What follows belongs to an exercise in optimizing a design on an open flow for small area; a production flow would make more cautious choices.
The RTL was checked by simulation tests, not by an equivalence proof against the original design.
Power is estimated from default activity; no workload was simulated.

==> flow/design.v <==
`timescale 1ns / 1ps
module clock_div (
    input  logic clock,
    input  logic reset,
    output logic div_clock,
    output logic tick,
    output logic ph1, ph2, ph3
    );
logic half;
assign tick = half & ~div_clock;
assign ph1  = ~half & div_clock;
assign ph2  = half & div_clock;
assign ph3  = ~half & ~div_clock;
always_ff @(posedge clock or posedge reset)
    if (reset) begin
        half      <= 1'b0;
        div_clock <= 1'b0;
    end
    else begin
        half      <= ~half;
        div_clock <= div_clock ^ half;
    end
endmodule
`timescale 1ns / 1ps
module vga_controller (
    input  logic       clk,
    input  logic       ce,
    input  logic       reset,
    output logic [5:0] h2, v2,    
    output logic [5:0] h1, v1,    
    output logic       h_sync, v_sync, disp_en,
    output logic       started   
    );
    logic [5:0] hc;
    logic       hw, hs;
    assign hw = (hc == 6'd55);
    assign hs = (hc[5:1] == 5'b11111);           
    assign h1 = (hw | (hc == 6'd62)) ? 6'd0 : hc + 6'd1;
    assign v1 = hw ? ((v2 == 6'd62) ? 6'd0 : v2 + 6'd1) : v2;
    assign h2 = hs ? 6'd0 : hc;
    always_ff @(posedge clk or posedge reset)
        if (reset) begin
            hc <= 6'd62;
            v2 <= 6'd0;
        end
        else if (ce) begin
            hc <= (hw | (hc == 6'd63)) ? 6'd0 : hc + 6'd1;
            v2 <= v1;
        end
    assign started = hc != 6'd62;
    assign h_sync  = ~(hc == 6'd53 || hc == 6'd54);
    assign v_sync  = ~(v2 == 6'd61);
    assign disp_en = (hc < 6'd50) & (v2 < 6'd60);
endmodule
`timescale 1ns / 1ps
module line_drawer (
    input  logic [11:0] nx0, ny0, nx1, ny1,
    input  logic [5:0]  h,       
    input  logic [5:0]  v,       
    input  logic        clk,
    input  logic        ce,      
    input  logic        ph1, ph2, ph3,
    input  logic        rst,
    input  logic        started,  
    output logic [5:0]  px, py
    );
    logic [11:0] r0, r1, r2, r3;
    logic        st_set, st_loop;    
    logic        loh;                
    logic [5:0]  w;
    logic [7:0]  n;                  
    logic [13:0] acc;                
    logic [1:0]  mode;               
    logic        pend;               
    logic        chg;
    logic        in_lh;
    assign in_lh = ~st_set & ~st_loop;
    logic        sx, ex, sy, ey;
    logic [5:0]  lwl;                
    logic        ndir;
    assign ndir = loh ? (~sx & ~sy) : ~sx;
    logic        at_w1, adv, fin, pos;
    assign at_w1 = lwl == w;
    assign adv   = loh ? ({1'b0, h} + 7'd1 == {1'b0, w})
                       : (v == w && n[7:6] == 2'd0 && h > n[5:0]);
    assign fin   = loh ? at_w1 : pend;
    assign pos   = ~acc[13];
    logic [11:0] pc;
    logic        isx, lg, syu, wrole;
    assign pc    = r0;
    assign isx   = ce | ph3;
    assign syu   = (in_lh & ph3) ? acc[13] : sy;    
    assign lg    = ce ? sx : ph3 ? ~sx : ph2 ? syu : ~syu;   
    assign wrole = isx == loh;                      
    logic        aen, bon, sh, inv, cin;
    logic        ini, stp, sgn;
    always_comb begin
        ini = 1'b0; stp = 1'b0; sgn = 1'b0;
        if (ce) begin
            ini = st_set;
            stp = st_loop & adv;
            sgn = pos;
        end
        else begin
            ini = mode == 2'd3;
            stp = mode == 2'd2 || mode == 2'd1;
            sgn = mode == 2'd2;
        end
        aen = 1'b1; bon = 1'b0; sh = 1'b0; inv = 1'b0; cin = 1'b0;
        if (in_lh) begin
            bon = 1'b1;
            if (ph1)
                aen = 1'b0;
            else if (ph2) begin
                inv = 1'b1; cin = 1'b1;
            end
            else begin
                inv = lg ^ syu; cin = ~lg & ~syu;
            end
        end
        else if (ini | stp) begin
            aen = ~(ce & ini);
            bon = ~(stp & ~sgn & wrole);
            sh  = stp | ~wrole;
            inv = wrole ? lg : ~lg;
            cin = inv & ~(ini & wrole);
        end
    end
    logic [13:0] opb, sum;
    assign opb = (bon ? (sh ? {1'b0, pc, 1'b0} : {2'b0, pc}) : 14'd0) ^ {14{inv}};
    assign sum = (aen ? acc : 14'd0) + opb + {13'd0, cin};
    always_ff @(posedge clk)
        acc <= sum;
    logic        cap_w, cap_l, cap_n;
    assign cap_w = ini & wrole & ~lg;
    assign cap_l = ini & wrole & lg;
    assign cap_n = ini & (ce ? ~loh : ph1 ? (loh & sx) : ph2 ? (loh & ~sx) : 1'b0);
    logic [5:0] wenc, nenc;
    assign wenc = w;
    assign nenc = (n[7:6] == 2'd0) ? n[5:0] : 6'h3f;
    always_ff @(posedge clk or posedge rst)
        if (rst) begin
            st_set  <= 1'b0;
            st_loop <= 1'b0;
            loh     <= 1'b0;
            sy      <= 1'b1;
            py[5:2] <= 4'hf;                 
        end
        else begin
          if (in_lh & ph3 & started)
            sy <= acc[13];
          if (ce) begin
            if (in_lh) begin
                if (~started)
                    loh <= 1'b1;
                else if (~ex & ~ey)
                    loh <= sum[13] ^ sy;
                st_set <= 1'b1;
            end
            if (st_set) begin
                st_set  <= 1'b0;
                st_loop <= 1'b1;
            end
            if (st_loop) begin
                py[5:2] <= loh ? nenc[5:2] : wenc[5:2];
                if (fin) begin
                    st_set  <= 1'b1;
                    st_loop <= 1'b0;
                end
            end
            if (chg) begin
                st_set  <= 1'b0;
                st_loop <= 1'b0;
            end
          end
        end
    always_ff @(posedge clk) begin
        if (ce)
            {r0, r1, r2, r3} <= {ny1, ny0, nx1, nx0};
        else
            {r0, r1, r2, r3} <= {r1, r2, r3, r0};
        if (ph1) begin
            sx <= r3 > r2;
            ex <= r3 == r2;
        end
    end
    assign chg = started ? ({r0, r2, r3, r1} != {nx0, ny0, nx1, ny1})
                         : ({nx0, ny0, nx1, ny1} != {12'd2, 12'd7, 12'd9, 12'd2});
    always_ff @(posedge clk) begin
        if (ce & st_loop) begin
            px      <= loh ? wenc : nenc;
            py[1:0] <= loh ? nenc[1:0] : wenc[1:0];
        end
        if (ce) begin
            mode <= st_set ? 2'd3 : (st_loop & adv) ? (pos ? 2'd2 : 2'd1) : 2'd0;
            if (st_set)
                pend <= 1'b0;
            else if (st_loop & adv) begin
                w    <= w + 6'd1;
                pend <= at_w1;
                if (pos)
                    n <= ndir ? n + 8'd1 : n - 8'd1;
            end
        end
        if (in_lh & ph3)
            ey <= acc == 14'd0;
        if (cap_w)
            w   <= (pc[11:6] == 6'd0) ? pc[5:0] : 6'h3f;
        if (cap_l)
            lwl <= (pc[11:6] == 6'd0) ? pc[5:0] : 6'h3f;
        if (cap_n)
            n   <= ((pc[11:7] == 5'd0) || (pc[11:6] == 6'h3f)) ? pc[7:0] : 8'd128;
    end
endmodule
`timescale 1ns / 1ps
module drawing_line_top(
    input logic clk,
    input logic rst,
    output logic Hsync,
    output logic Vsync,
    output logic [3:0] vgaRed,
    output logic [3:0] vgaGreen,
    output logic [3:0] vgaBlue,
    input logic [11:0] x0,y0,x1,y1,
    output logic disp_en,
    output logic vga_clk,
    output logic [11:0] v_cntr, h_cntr
    );
    logic vga_ce, ph1, ph2, ph3;
    clock_div vga_clk_mod(.clock(clk), .reset(rst), .div_clock(vga_clk), .tick(vga_ce),
                          .ph1(ph1), .ph2(ph2), .ph3(ph3));
    logic [5:0] h2, v2, h1, v1;
    logic started;
    vga_controller vgatxt(.clk(clk), .ce(vga_ce), .reset(rst), .h2(h2), .v2(v2), .h1(h1), .v1(v1),
                          .h_sync(Hsync), .v_sync(Vsync), .disp_en(disp_en), .started(started));
    assign h_cntr = {6'd0, h2};
    assign v_cntr = {6'd0, v2};
    logic [5:0] px, py;
    line_drawer drw1(.nx0(x0), .ny0(y0), .nx1(x1), .ny1(y1), .h(h1), .v(v1),
                     .clk(clk), .ce(vga_ce), .ph1(ph1), .ph2(ph2), .ph3(ph3), .rst(rst), .started(started), .px(px), .py(py));
    logic hit;
    always_ff @(posedge clk)
        if (vga_ce)
            hit <= (h1 == px) && (v1 == py);
    assign vgaRed   = {4{disp_en}};
    assign vgaGreen = {4{disp_en & ~hit}};
    assign vgaBlue  = {4{disp_en & ~hit}};
endmodule
==> flow/flow/run.sh <==
#!/bin/bash
# Standard layout, with the smallest buffer on the ports, small clock leaf buffers and no dummy clock loads.
export BUFFER_PORTS_ARGS="-buffer_cell sky130_fd_sc_hd__buf_1"
export CTS_ARGS="-sink_clustering_enable -repair_clock_nets -buf_list sky130_fd_sc_hd__clkbuf_4 -root_buf sky130_fd_sc_hd__clkbuf_8 -dont_use_dummy_load"
bash standard.sh > standard.log 2>&1
==> flow/standard.sh <==
#!/bin/bash
# synth_recipe.tcl (not shown) runs the flow's synth.tcl, then flattens the netlist and writes it again
# the make line also repeats each setting of config.mk as NAME=value (left out here)
make -C /OpenROAD-flow-scripts/flow DESIGN_CONFIG=/design/flow/config.mk WORK_HOME=/design/flow/orfs CLKGATE_MAP_FILE= SYNTH_SCRIPT=/design/flow/synth_recipe.tcl "${@:-finish}"
==> flow/config.mk <==
export PLATFORM = sky130hd
export DESIGN_NAME = drawing_line_top
export DESIGN_NICKNAME = drawing_line_top
export VERILOG_FILES = /design/flow/design.v
export SDC_FILE = /design/flow/constraint.sdc
export NUM_CORES = 4
export LEC_CHECK = 0
export CAP_MARGIN = 0
export CORE_MARGIN = 2
export CORE_UTILIZATION = 75
export SLEW_MARGIN = 0
==> flow/constraint.sdc <==
create_clock -name core_clock -period 10.0 [get_ports {clk}]
set_input_delay 2.0000 -clock core_clock [delete_from_list [all_inputs] [get_ports {clk}]]
set_output_delay 2.0000 -clock core_clock [all_outputs]
set_load 0.01 [all_outputs]
==> parameters.txt, run 1 <==
Parameter                              Value

Power and ir drop
  Total power    1161 uW
  Maximum resistive drop on vdd    roughly 0.19 mV
  Pwr per Cell Area    approximately 130 nW/um^2
  Reported leakage power    0.003540 uW

Clock tree
  Clock latency on the worst-skew pair    ~0.42 ns
  Clk sinks    about 120
  Cell at the root of the clock tree    sky130_fd_sc_hd__clkbuf_8
  Clock Pin Slew Worst Setup and Hold Paths    about 0.09 ns
  Post-CTS setup buffers    0
  Total clock buffers created by CTS    17
  Number of cells upsized or downsized after cts    0
  Clock tree from TritonCTS    yes
  Count of H-tree levels built during CTS    4
  Number of hold-repair buffers added at the cts stage    0
  Clk buf depth    2

Global routing
  Via count of the first global-routing pass    between 7000 and 8000
  Routing usage on met1    43.92%
  Met2 usage    57.41%
  Global routing met3 resource utilization    under 10%
  Pin count of the biggest net entering global routing    ~90
  Number of antenna violations at the first check in global routing    0
  Total congestion overflow    0
  Grt peak-use layer    met2
  First-pass GRT wire length    between 30 and 40 mm
  GRT Resource Usage Total    34.35%

STA
  Final critical delay including setup and external delays    approximately 6.6 ns
  Final worst-path setup slack    about 3.4 ns
  Hold Violations, Final    0
  Setup clock skew after layout    between 0.03 and 0.04 ns
  Fraction of the cycle the final worst path needs    between 60% and 70%
  Number of pins with negative max-slew slack in the final report    0
  Post-Route Setup TNS    0 ns
  Worst-Margin Slew    roughly 1.0 ns
  RSZ-0062 raised after global routing    no
  Final setup viols    0
  Max Clock Freq    approximately 150 MHz
  Tightest slew margin relative to the limit    between 30% and 40%

Placement
  Count of buffers from port buffering    between 70 and 80
  Final Wtd Congestion    0.9881
  Half-perimeter wire length after placement    about 16 mm
  Worst slack after detailed placement    between 3 and 4 ns
  Post-placement cell count    approximately 1200

Status
  Result of the run  no timing/DRC/antenna violations

Finish
  Final cell count without fillers    1196
  Post-layout utilization of the core    between 70 and 80%
  Number of nets in the final layout    1155
  Area grow syn2layout    3.587%
  Antenna diode count    0
  Fraction of final layout cells sized beyond drive strength 1    a little over 8%

Routing
  Total Routed Length    roughly 21 mm
  Per-cell via count in the routed design    6.427
  Number of vias in the routed layout    approximately 7700
  DRC Markers    0
  Iteration count of the initial detailed-routing pass    5
  WL/cell    17.75 microns
  Starting DRC count in detailed routing    856
  Count of antenna-violating nets left after detailed routing    0

Worst setup path
  Type of the worst setup path    reg -> reg
  Type of element capturing the critical path    register
  Data arrival time at the worst-slack endpoint    just under 7 ns
  Critical Path RT    just over 10 ns
  Critical-path maximum fanout    11
  Slack of the worst reg-to-reg path    3.43 ns
  Type of element launching the critical path    register

Flow run
  Max-cap violation count    0

Die
  Die Area    about 13000 sq um
  Die outline width    roughly 110 microns
  Area of the core    between 10000 and 15000 sq um
  Die Y    between 100 and 150 microns
  Number of top-level pins    90
  Initial Utilization    around 77%
  Placement row count    39

Synth
  Most frequent cells after synthesis    sky130_fd_sc_hd__nand2_1, sky130_fd_sc_hd__nor2_1, sky130_fd_sc_hd__xnor2_1
  Synth Flop Type    sky130_fd_sc_hd__dfxtp_1
  Number of flops mapped to enable cells by yosys    35
  Synth Register Bits    between 100 and 150
  Number of unique standard cell types used by synthesis    around 80
  Count of yosys warnings during synthesis    4
  Top cells by area, synth    sky130_fd_sc_hd__dfxtp_1, sky130_fd_sc_hd__edfxtp_1, sky130_fd_sc_hd__xnor2_1
  Sequential fraction of the synthesis area    between 30% and 40%
  Post-synthesis instance area    slightly below 9000 sq um
  Most area-hungry cell type in the Yosys netlist    sky130_fd_sc_hd__dfxtp_1
  Cells after synthesis    ~1000
  Proportion of netlist area held by the largest area contributor    14.18%
  Asr flop ratio synth    between 10% and 20%
  Syn Area/Cell    8.669 sq um

Min path
  Worst Hold Class    reg -> reg
[cells in the final DEF (no fill, tap or decap), drive strengths merged, types with 4 or more instances in the layout]
master	count
nor2	94
nand2	93
buf	82
xnor2	69
o21ai	69
dfxtp	62
inv	51
ha	47
a21oi	44
mux2	41
edfxtp	35
nand3	30
a31oi	26
nor3	25
mux2i	22
xor2	20
nand4	19
clkbuf	17
and2	16
nor4	15
a21o	14
o32ai	13
conb	12
dfrtp	12
dfstp	10
nor2b	8
and3	7
or3	7
o2111ai	7
o211ai	6
o31ai	5
nand3b	5
nor4bb	5
and4	4
o22ai	4
o21bai	4
[metal layers]
layer	vias to the layer above	wire [microns]
met2	356	10250
met3	63	1435
met1	3565	8780
met4	0	760
li1	3703	-
met5	-	0
[flip-flops by register name (all words and copies together), names as in the netlist, 2 cells and up]
| signal | cells |
|---|---|
| drw1.acc | 14 |
| drw1.lwl | 6 |
| drw1.mode | 2 |
| drw1.n | 8 |
| drw1.px | 6 |
| drw1.py | 6 |
| drw1.r0 | 12 |
| drw1.r1 | 12 |
| drw1.r2 | 12 |
| drw1.r3 | 12 |
| drw1.w | 6 |
| vgatxt.hc | 6 |
| vgatxt.v2 | 6 |
[final timing paths]
kind | start | endpoint | depth (start not counted)
max | vgatxt.hc[0]$_DFFE_PP0P_ | drw1.loh$_DFFE_PP0P_ | 26
min | drw1.py[2]$_DFFE_PP1P_ | drw1.py[2]$_DFFE_PP1P_ | 2
max reg2reg | vgatxt.hc[0]$_DFFE_PP0P_ | drw1.loh$_DFFE_PP0P_ | 26
min reg2reg | drw1.py[2]$_DFFE_PP1P_ | drw1.py[2]$_DFFE_PP1P_ | 2
max in group asynchronous | rst | vgatxt.v2[4]$_DFFE_PP0P_ | 2
min in group asynchronous | rst | vga_clk_mod.half$_DFF_PP0_ | 2
[where the power goes]
group | leakage (uW) | internal [uW] | switching [uW]
clock network | 0.0000808 | 83.1 | 155
registers | 0.00108 | 541 | 33.9
logic | 0.00238 | 159 | 188
[layout make-up]
| cell class | instances | area [sq um] |
|---|---|---|
| clock buffers | 17 | 133.9 |
| fillers | 826 | 2349 |
| inverters | 51 | 191.4 |
| multi-input cells | 784 | 5384 |
| flip-flops and latches | 119 | 2855 |
| well taps | 143 | 178.9 |
| repair buffers | 82 | 326.6 |
[critical path, cell delays in order (launching register included)]
cell and delay [ns]:
sky130_fd_sc_hd__dfrtp_1 0.51, sky130_fd_sc_hd__inv_1 0.15, sky130_fd_sc_hd__ha_1 0.29, sky130_fd_sc_hd__mux2_2 0.30, sky130_fd_sc_hd__and2_1 0.27, sky130_fd_sc_hd__nor2_1 0.25
sky130_fd_sc_hd__ha_1 0.23, sky130_fd_sc_hd__o211ai_1 0.10, sky130_fd_sc_hd__nor2_1 0.22, sky130_fd_sc_hd__and3_1 0.20, sky130_fd_sc_hd__a2bb2oi_1 0.31, sky130_fd_sc_hd__a41oi_4 0.26
sky130_fd_sc_hd__a21bo_1 0.28, sky130_fd_sc_hd__a21oi_1 0.58, sky130_fd_sc_hd__nor2_1 0.13, sky130_fd_sc_hd__xnor2_1 0.28, sky130_fd_sc_hd__ha_1 0.28, sky130_fd_sc_hd__nor2b_1 0.13
sky130_fd_sc_hd__o21a_1 0.17, sky130_fd_sc_hd__o21ai_0 0.20, sky130_fd_sc_hd__a21oi_1 0.12, sky130_fd_sc_hd__o2111ai_1 0.25, sky130_fd_sc_hd__nand3_1 0.17, sky130_fd_sc_hd__a41oi_1 0.40
sky130_fd_sc_hd__nand4_1 0.16, sky130_fd_sc_hd__o2111ai_1 0.15, sky130_fd_sc_hd__nor3_1 0.07
[per-stage QoR]
step / cell area [sq um] / hold slack (ns)
finish: 9070 / 0.4872
global route: 9070 / 0.5140
CTS: 9070 / 0.4913
detailed placement: 8936 / 0.4804
global placement: 8936 / 0.4711
floorplan: 8797 / 0.4637
[cell families after synthesis]
family                   synth area share [%]
adder cells (fa/ha/maj)                 7.402
AND/OR/NAND/NOR                         19.43
XOR/XNOR                                8.903
other                                 0.04283
buffers and inverters                   6.516
flip-flops                              32.61
multiplexers                            7.788
AO/OA/AOI/OAI                           17.31
==> run 2, diff against run 1 <==
--- a/flow/design.v
+++ b/flow/design.v
@@ -77,9 +77,11 @@
     assign in_lh = ~st_set & ~st_loop;
     logic        sx, ex, sy, ey;
-    logic [5:0]  lwl;                
+    logic        weq;                
     logic        ndir;
     assign ndir = loh ? (~sx & ~sy) : ~sx;
     logic        at_w1, adv, fin, pos;
-    assign at_w1 = lwl == w;
+    logic        cmpw, atl;
+    assign cmpw  = (pc[11:6] == 6'd0) && (pc[5:0] == w);
+    assign at_w1 = (ce & atl) ? cmpw : weq;
     assign adv   = loh ? ({1'b0, h} + 7'd1 == {1'b0, w})
                        : (v == w && n[7:6] == 2'd0 && h > n[5:0]);
@@ -132,7 +134,7 @@
     always_ff @(posedge clk)
         acc <= sum;
-    logic        cap_w, cap_l, cap_n;
+    logic        cap_w, cap_n;
+    assign atl   = wrole & lg;                      
     assign cap_w = ini & wrole & ~lg;
-    assign cap_l = ini & wrole & lg;
     assign cap_n = ini & (ce ? ~loh : ph1 ? (loh & sx) : ph2 ? (loh & ~sx) : 1'b0);
     logic [5:0] wenc, nenc;
@@ -207,6 +209,8 @@
         if (cap_w)
             w   <= (pc[11:6] == 6'd0) ? pc[5:0] : 6'h3f;
-        if (cap_l)
-            lwl <= (pc[11:6] == 6'd0) ? pc[5:0] : 6'h3f;
+        if (ini)
+            weq <= loh ? ex : ey;
+        else if (~ce & atl)
+            weq <= cmpw;
         if (cap_n)
             n   <= ((pc[11:7] == 5'd0) || (pc[11:6] == 6'h3f)) ? pc[7:0] : 8'd128;
==> parameters.txt, run 2 <==
Parameter                              Value

Die
  Die Area    12130 sq um
  Die Y    between 100 and 150 microns
  Area of the core    ~11000 sq um
  Number of top-level pins    90
  Die outline width    between 100 and 150 microns
  Placement row count    38
  Initial Utilization    between 70 and 80%

STA
  Hold Violations, Final    0
  Number of pins with negative max-slew slack in the final report    0
  Fraction of the cycle the final worst path needs    approximately two thirds
  Final critical delay including setup and external delays    about 6.8 ns
  Final setup viols    0
  Worst-Margin Slew    a little under 1 ns
  RSZ-0062 raised after global routing    no
  Setup clock skew after layout    between 0.04 and 0.05 ns
  Max Clock Freq    between 100 and 150 MHz
  Post-Route Setup TNS    0 ns
  Final worst-path setup slack    roughly 3.2 ns
  Tightest slew margin relative to the limit    between 30% and 40%

Clock tree
  Number of cells upsized or downsized after cts    0
  Clk sinks    between 100 and 150
  Clock latency on the worst-skew pair    roughly 0.42 ns
  Clock tree from TritonCTS    yes
  Total clock buffers created by CTS    17
  Cell at the root of the clock tree    sky130_fd_sc_hd__clkbuf_8
  Clk buf depth    2
  Clock Pin Slew Worst Setup and Hold Paths    roughly 0.09 ns
  Post-CTS setup buffers    0
  Number of hold-repair buffers added at the cts stage    0
  Count of H-tree levels built during CTS    4

Flow run
  Max-cap violation count    0

Finish
  Area grow syn2layout    3.407%
  Post-layout utilization of the core    79.86%
  Number of flip-flops under the largest register name    14
  Register with the most flip-flops    drw1.acc
  Antenna diode count    0
  Most common cell after layout, fill and taps aside    sky130_fd_sc_hd__nand2_1
  Number of nets in the final layout    around 1100
  Final standard cell area without fillers    a little under 9000 sq um
  Fraction of final layout cells sized beyond drive strength 1    under 10%
  Commonest cells after routing, fill and taps aside    sky130_fd_sc_hd__nand2_1, sky130_fd_sc_hd__nor2_1, sky130_fd_sc_hd__xnor2_1, sky130_fd_sc_hd__buf_1, sky130_fd_sc_hd__o21ai_0

Routing
  WL/cell    ~18 microns
  Number of vias in the routed layout    approximately 7400
  Iteration count of the initial detailed-routing pass    5
  Count of antenna-violating nets left after detailed routing    0
  Total Routed Length    20.58 mm
  Per-cell via count in the routed design    6.332
  DRC Markers    0
  Starting DRC count in detailed routing    slightly below 800

Worst setup path
  Delay of the slowest critical-path stage    between 0.6 and 0.7 ns
  Cell family with most CP delay    compound AO/OA/AOI/OAI gates
  Type of element launching the critical path    register
  Type of the worst setup path    reg -> reg
  Type of element capturing the critical path    register
  Worst flop-to-flop path endpoint    drw1.loh$_DFFE_PP0P_
  Critical R2R Launch    vgatxt.hc[1]$_DFFE_PP1P_
  Slack of the worst reg-to-reg path    between 3 and 4 ns
  CP max-delay cell    sky130_fd_sc_hd__dfstp_2
  Buffers & Inverters on Critical Path    0
  Critical-path maximum fanout    13
  Data arrival time at the worst-slack endpoint    between 7 and 8 ns
  Critical Path RT    ~10 ns
  Worst reg2reg path depth    27

Placement
  Worst slack after detailed placement    3.444 ns
  Count of buffers from port buffering    between 70 and 80
  Area after detailed placement    8600 sq um
  Final Wtd Congestion    ~0.97
  Half-perimeter wire length after placement    roughly 15 mm

Power and ir drop
  Maximum resistive drop on vdd    0.2163 mV
  Pwr per Cell Area    129.7 nW/um^2
  Reported leakage power    between 0.003 and 0.004 uW

Synth
  Count of yosys warnings during synthesis    4
  Number of flops mapped to enable cells by yosys    30
  Asr flop ratio synth    19.30%
  Proportion of netlist area held by the largest area contributor    about 15%
  Most frequent cells after synthesis    sky130_fd_sc_hd__nand2_1, sky130_fd_sc_hd__nor2_1, sky130_fd_sc_hd__xnor2_1
  Most area-hungry cell type in the Yosys netlist    sky130_fd_sc_hd__dfxtp_1
  Syn Area/Cell    8.480 sq um
  Sequential fraction of the synthesis area    between 30% and 40%
  Synth Flop Type    sky130_fd_sc_hd__dfxtp_1
  Number of unique standard cell types used by synthesis    just over 70
  Cells after synthesis    996
  Most common cell in the synthesized netlist    sky130_fd_sc_hd__nand2_1
  Synth Register Bits    114
  Post-synthesis instance area    approximately 8400 sq um
  Top cells by area, synth    sky130_fd_sc_hd__dfxtp_1, sky130_fd_sc_hd__edfxtp_1, sky130_fd_sc_hd__xnor2_1

Min path
  Cell depth of the worst min-delay path    2
  Capture endpoint of the worst hold path    drw1.r0[8]$_DFF_P_
  Worst Hold Class    reg -> reg
  Launch point of the worst hold path    drw1.r1[8]$_DFF_P_

Global routing
  First-pass GRT wire length    32.59 mm
  GRT Resource Usage Total    34.76%
  Total congestion overflow    0
  Number of antenna violations at the first check in global routing    0
  Via count of the first global-routing pass    about 6700
  Global routing met3 resource utilization    7.290%
  Grt peak-use layer    met2
  Routing usage on met1    43.40%
  Pin count of the biggest net entering global routing    93
  Met2 usage    between 50 and 60%

Status
  Result of the run  no timing/DRC/antenna violations
## run 2: worst max-delay path by stage
stage / from / end / cells after the start
after floorplan: vgatxt.hc[0]$_DFFE_PP0P_ / drw1.acc[12]$_DFF_P_ / 30
after global placement: vgatxt.hc[1]$_DFFE_PP1P_ / drw1.loh$_DFFE_PP0P_ / 27
after detailed placement: vgatxt.hc[1]$_DFFE_PP1P_ / drw1.loh$_DFFE_PP0P_ / 27
after CTS: vgatxt.hc[1]$_DFFE_PP1P_ / drw1.loh$_DFFE_PP0P_ / 27
after global routing: vgatxt.hc[1]$_DFFE_PP1P_ / drw1.loh$_DFFE_PP0P_ / 27
final: vgatxt.hc[1]$_DFFE_PP1P_ / drw1.loh$_DFFE_PP0P_ / 27
## run 2: cells by family (layout without fill, tap and decap cells)
family	Yosys count	after routing	synth area share, %
flip-flops	114	114	32.03
buffers and inverters	138	158	7.422
other	1	12	0.04440
multiplexers	57	57	7.304
adder cells (fa/ha/maj)	52	52	7.941
AO/OA/AOI/OAI	232	232	17.42
AND/OR/NAND/NOR	308	308	17.91
XOR/XNOR	94	94	9.926
## run 2: through the flow
| stage | instances | power (uW) | hold slack, ns |
|---|---|---|---|
| detailed placement | 1150 | 900.6 | 0.4781 |
| finish | 1167 | 1133 | 0.4748 |
| CTS | 1167 | 1130 | 0.4656 |
| floorplan | 1007 | 827.4 | 0.4456 |
| global placement | 1150 | 892.6 | 0.4688 |
| global route | 1167 | 1198 | 0.4897 |
## run 2: report_power, final
group          switching (uW)  internal, uW
logic                     175           168
clock network             155          83.3
registers                34.4           518
total                     364           769
## run 2: worst min-delay path: stages, from the launching register on
cell	delay, ns
sky130_fd_sc_hd__dfxtp_1	0.32
sky130_fd_sc_hd__inv_1	0.07
sky130_fd_sc_hd__o21ai_0	0.07
## run 2: routing by layer
layer  vias up  wire (microns)
met5         -               0
met2       317           10020
met1      3443            8583
met4         0             559
met3        59            1419
li1       3570               -
## run 2: area by class of cell
cell class                 instances  area [sq um]
clock buffer                      17         133.9
fill                             778          2202
inverter                          58         217.7
multi-input combinational        755          5167
sequential                       114          2705
tap                              140         175.2
timing repair buffer              83         334.1
==> run 3, diff against run 2 <==
--- a/flow/design.v
+++ b/flow/design.v
@@ -75,4 +75,5 @@
     logic        chg;
     logic        in_lh;
+    logic [11:0] pc;                 
     assign in_lh = ~st_set & ~st_loop;
     logic        sx, ex, sy, ey;
@@ -81,5 +82,5 @@
     assign ndir = loh ? (~sx & ~sy) : ~sx;
     logic        at_w1, adv, fin, pos;
-    logic        cmpw, atl;
+    logic        cmpw, atl;          
     assign cmpw  = (pc[11:6] == 6'd0) && (pc[5:0] == w);
     assign at_w1 = (ce & atl) ? cmpw : weq;
@@ -88,5 +89,4 @@
     assign fin   = loh ? at_w1 : pend;
     assign pos   = ~acc[13];
-    logic [11:0] pc;
     logic        isx, lg, syu, wrole;
     assign pc    = r0;
@@ -135,8 +135,11 @@
         acc <= sum;
     logic        cap_w, cap_n;
-    assign atl   = wrole & lg;                      
+    assign atl   = wrole & lg;
     assign cap_w = ini & wrole & ~lg;
     assign cap_n = ini & (ce ? ~loh : ph1 ? (loh & sx) : ph2 ? (loh & ~sx) : 1'b0);
     logic [5:0] wenc, nenc;
+    logic [3:0] pyh;
+    logic [1:0] pyl;
+    assign py = {pyh, pyl};
     assign wenc = w;
     assign nenc = (n[7:6] == 2'd0) ? n[5:0] : 6'h3f;
@@ -147,5 +150,5 @@
             loh     <= 1'b0;
             sy      <= 1'b1;
-            py[5:2] <= 4'hf;                 
+            pyh     <= 4'hf;                 
         end
         else begin
@@ -165,5 +168,5 @@
             end
             if (st_loop) begin
-                py[5:2] <= loh ? nenc[5:2] : wenc[5:2];
+                pyh     <= loh ? nenc[5:2] : wenc[5:2];
                 if (fin) begin
                     st_set  <= 1'b1;
@@ -192,5 +195,5 @@
         if (ce & st_loop) begin
             px      <= loh ? wenc : nenc;
-            py[1:0] <= loh ? nenc[1:0] : wenc[1:0];
+            pyl     <= loh ? nenc[1:0] : wenc[1:0];
         end
         if (ce) begin
==> parameters.txt, run 3 <==
Parameter                              Value

Global routing
  Number of antenna violations at the first check in global routing    0
  Total congestion overflow    0
  Via count of the first global-routing pass    around 7000
  Pin count of the biggest net entering global routing    between 90 and 100
  GRT Resource Usage Total    approximately a third
  First-pass GRT wire length    33.82 mm

Synth
  Post-synthesis instance area    ~8700 sq um
  Top cells by area, synth    sky130_fd_sc_hd__dfxtp_1, sky130_fd_sc_hd__edfxtp_1, sky130_fd_sc_hd__ha_1
  Number of flops mapped to enable cells by yosys    30
  Synth Flop Type    sky130_fd_sc_hd__dfxtp_1
  Proportion of netlist area held by the largest area contributor    14.28%
  Synth Register Bits    114
  Most frequent cells after synthesis    sky130_fd_sc_hd__nand2_1, sky130_fd_sc_hd__o21ai_0, sky130_fd_sc_hd__inv_1
  Most area-hungry cell type in the Yosys netlist    sky130_fd_sc_hd__dfxtp_1
  Syn Area/Cell    between 8 and 9 sq um
  Sequential fraction of the synthesis area    31.13%
  Count of yosys warnings during synthesis    4
  Number of unique standard cell types used by synthesis    81
  Most common cell in the synthesized netlist    sky130_fd_sc_hd__nand2_1
  Asr flop ratio synth    between 15 and 20%
  Cells after synthesis    approximately 1000

STA
  Max Clock Freq    approximately 120 MHz
  Post-Route Setup TNS    0 ns
  Worst-Margin Slew    between 1 and 1.5 ns
  Fraction of the cycle the final worst path needs    ~80%
  Hold Violations, Final    0
  Number of pins with negative max-slew slack in the final report    0
  Final setup viols    0
  Setup clock skew after layout    0.02687 ns
  Final critical delay including setup and external delays    8.004 ns
  RSZ-0062 raised after global routing    no
  Tightest slew margin relative to the limit    23.70%
  Worst hold slack across all endpoints    about 0.49 ns

Routing
  DRC Markers    0
  Count of antenna-violating nets left after detailed routing    0
  Iteration count of the initial detailed-routing pass    5
  WL/cell    between 15 and 20 microns
  Total Routed Length    around 20 mm
  Per-cell via count in the routed design    6.362
  Number of vias in the routed layout    7583
  Starting DRC count in detailed routing    around 580

Placement
  Count of buffers from port buffering    77
  Half-perimeter wire length after placement    15.09 mm
  Post-placement cell count    approximately 1200
  Final Wtd Congestion    between 0.9 and 1

Clock tree
  Clock latency on the worst-skew pair    approximately 0.42 ns
  Clock tree from TritonCTS    yes
  Number of hold-repair buffers added at the cts stage    0
  Post-CTS setup buffers    0
  Clk buf depth    2
  Clock Pin Slew Worst Setup and Hold Paths    approximately 0.09 ns
  Number of cells upsized or downsized after cts    0
  Cell at the root of the clock tree    sky130_fd_sc_hd__clkbuf_8
  Count of H-tree levels built during CTS    4
  Total clock buffers created by CTS    17
  Clk sinks    114

Finish
  Number of fill cells in the layout    860
  Post-layout utilization of the core    between 70% and 80%
  Number of flip-flops under the largest register name    14
  Antenna diode count    0
  Final cell count without fillers    around 1200
  Number of nets in the final layout    1152
  Most common cell after layout, fill and taps aside    sky130_fd_sc_hd__nand2_1
  Fraction of final layout cells sized beyond drive strength 1    10.10%
  Area grow syn2layout    2.692%
  Commonest cells after routing, fill and taps aside    sky130_fd_sc_hd__nand2_1, sky130_fd_sc_hd__o21ai_0, sky130_fd_sc_hd__buf_1
  Register with the most flip-flops    drw1.acc

Die
  Placement row count    39
  Area of the core    ~11000 sq um
  Initial Utilization    76.44%
  Number of top-level pins    90
  Die Area    ~12000 sq um
  Die Y    about 110 microns
  Die outline width    around 110 microns

Min path
  Worst Hold Class    reg -> reg

Worst setup path
  Critical-path maximum fanout    14
  Data arrival time at the worst-slack endpoint    between 8 and 9 ns
  Type of element launching the critical path    register
  Delay of the slowest critical-path stage    between 0.7 and 0.8 ns
  CP max-delay cell    sky130_fd_sc_hd__mux2i_2
  Buffers & Inverters on Critical Path    0
  Cell family with most CP delay    compound AO/OA/AOI/OAI gates
  Type of the worst setup path    reg -> reg
  Critical Path RT    slightly above 10 ns
  Type of element capturing the critical path    register

Status
  Result of the run  no timing/DRC/antenna violations

Power and ir drop
  Combinational share of power    30.0%
  Fraction of power spent switching nets    about a third
  Pint    ~770 uW
  Reported leakage power    roughly 0.0037 uW
  Seq pwr share    49.5%
  Power dissipated by switching net loads    roughly 350 uW
  Clock power share    ~21%
  Maximum resistive drop on vdd    roughly 0.22 mV
  Pwr per Cell Area    roughly 130 nW/um^2

Flow run
  Max-cap violation count    0
run 3: worst paths after layout:
check | startpoint | endpoint | slack, ns | cells past startpoint
worst max-delay path | vgatxt.hc[0]$_DFFE_PP0P_ | drw1.loh$_DFFE_PP0P_ | 2.00 | 26
worst min-delay path | drw1.r1[3]$_DFF_P_ | drw1.r0[3]$_DFF_P_ | 0.49 | 2
worst max register to register | vgatxt.hc[0]$_DFFE_PP0P_ | drw1.loh$_DFFE_PP0P_ | 2.00 | 26
worst min register to register | drw1.r1[3]$_DFF_P_ | drw1.r0[3]$_DFF_P_ | 0.49 | 2
max in group asynchronous | rst | vga_clk_mod.div_clock$_DFF_PP0_ | 7.60 | 2
min in group asynchronous | rst | vgatxt.v2[0]$_DFFE_PP0P_ | 1.78 | 2
run 3: routing by layer:
| metal | routed length (microns) | track usage, % | part of all wire [%] | up-vias |
|---|---|---|---|---|
| li1 | - | - | - | 3662 |
| met1 | 8763 | 43.65 | 43 | 3542 |
| met2 | 9701 | 55.39 | 47 | 325 |
| met3 | 1468 | 5.770 | 7.1 | 54 |
| met4 | 600 | 15.06 | 2.9 | 0 |
| met5 | 0 | 0 | 0 | - |
run 3: area by class of cell:
| class | instances | area [sq um] | share of cell area (%) |
|---|---|---|---|
| clock buffer | 17 | 133.9 | 1.500 |
| multi-input combinational | 767 | 5321 | 59.62 |
| tap | 143 | 178.9 | 2.005 |
| sequential | 114 | 2705 | 30.31 |
| timing repair buffer | 82 | 326.6 | 3.659 |
| inverter | 69 | 259.0 | 2.902 |
run 3: per-stage QoR:
stage	setup WS, ns	total power (uW)	instance area [sq um]
2_1_floorplan	3.653	825.7	8732
3_3_place_gp	2.350	886.0	8791
6_report	1.996	1120	8925
5_1_grt	1.337	1189	8925
3_5_place_dp	2.103	894.5	8791
4_1_cts	2.056	1124	8925
run 3: power groups by stage:
stage                     Sequential (uW)  Combinational [uW]  Clock (uW)
after global routing                  560                 378         251
after floorplan                       546                 280           0
after CTS                             554                 335         235
final                                 555                 336         229
after global placement                561                 325           0
after detailed placement              562                 333           0
run 3: cells by family after synthesis:
kind of cell | synth area share (%)
other cells | 0.04315
xor+xnor | 9.084
simple gates | 17.00
mux | 6.997
flops | 31.13
buf+inv | 8.264
fa+ha+maj | 7.602
compound gates | 19.88
run 3: worst register-to-register path, cell delays in order, from the launching register on:
cell and delay (ns):
sky130_fd_sc_hd__dfrtp_1 0.59, sky130_fd_sc_hd__ha_1 0.56, sky130_fd_sc_hd__mux2i_2 0.20, sky130_fd_sc_hd__nor2_1 0.43, sky130_fd_sc_hd__nor2_1 0.14, sky130_fd_sc_hd__ha_1 0.24, sky130_fd_sc_hd__xnor2_1 0.38, sky130_fd_sc_hd__a31oi_1 0.16
sky130_fd_sc_hd__a311oi_2 0.25, sky130_fd_sc_hd__o211ai_1 0.14, sky130_fd_sc_hd__nor4b_2 0.33, sky130_fd_sc_hd__a31o_4 0.22, sky130_fd_sc_hd__mux2_4 0.19, sky130_fd_sc_hd__mux2i_2 0.77, sky130_fd_sc_hd__o21ai_0 0.21, sky130_fd_sc_hd__xor2_1 0.29
sky130_fd_sc_hd__ha_1 0.28, sky130_fd_sc_hd__nor2b_1 0.13, sky130_fd_sc_hd__o21ai_0 0.24, sky130_fd_sc_hd__a21boi_0 0.20, sky130_fd_sc_hd__o41a_1 0.36, sky130_fd_sc_hd__a211o_1 0.30, sky130_fd_sc_hd__a21o_1 0.18, sky130_fd_sc_hd__a21oi_1 0.20
sky130_fd_sc_hd__o21ai_0 0.22, sky130_fd_sc_hd__xnor3_1 0.38, sky130_fd_sc_hd__o32a_1 0.29

[afterwards: timing with drivers on the ports]
In the flow no input, the clock included, has a driving cell. The finished layouts below were timed again as built, in two steps.
Step 1: set_driving_cell puts a clkbuf_16 on clk and a buf_2 on each other input, an assumption about the parent block.
Step 2 adds t to the input delays and takes it off the output delays; t is the mean of the earliest and latest rising clock arrival at the registers after step 1. Input paths then give back, and output paths get back, about the clock's delay inside the block.
Slacks: ideal / step 1 / step 2; pairs: ideal / step 1.
run | shift t [ns] | slack for setup (ns) | latest minus earliest clock arrival (ns)
run 1 | 0.439 | 3.429 / 3.429 / 3.429 | 0.043 / 0.043
run 2 | 0.435 | 3.156 / 3.156 / 3.156 | 0.042 / 0.042
run 3 | 0.445 | 1.996 / 1.996 / 1.996 | 0.027 / 0.027
After both steps every run listed still meets setup and hold.
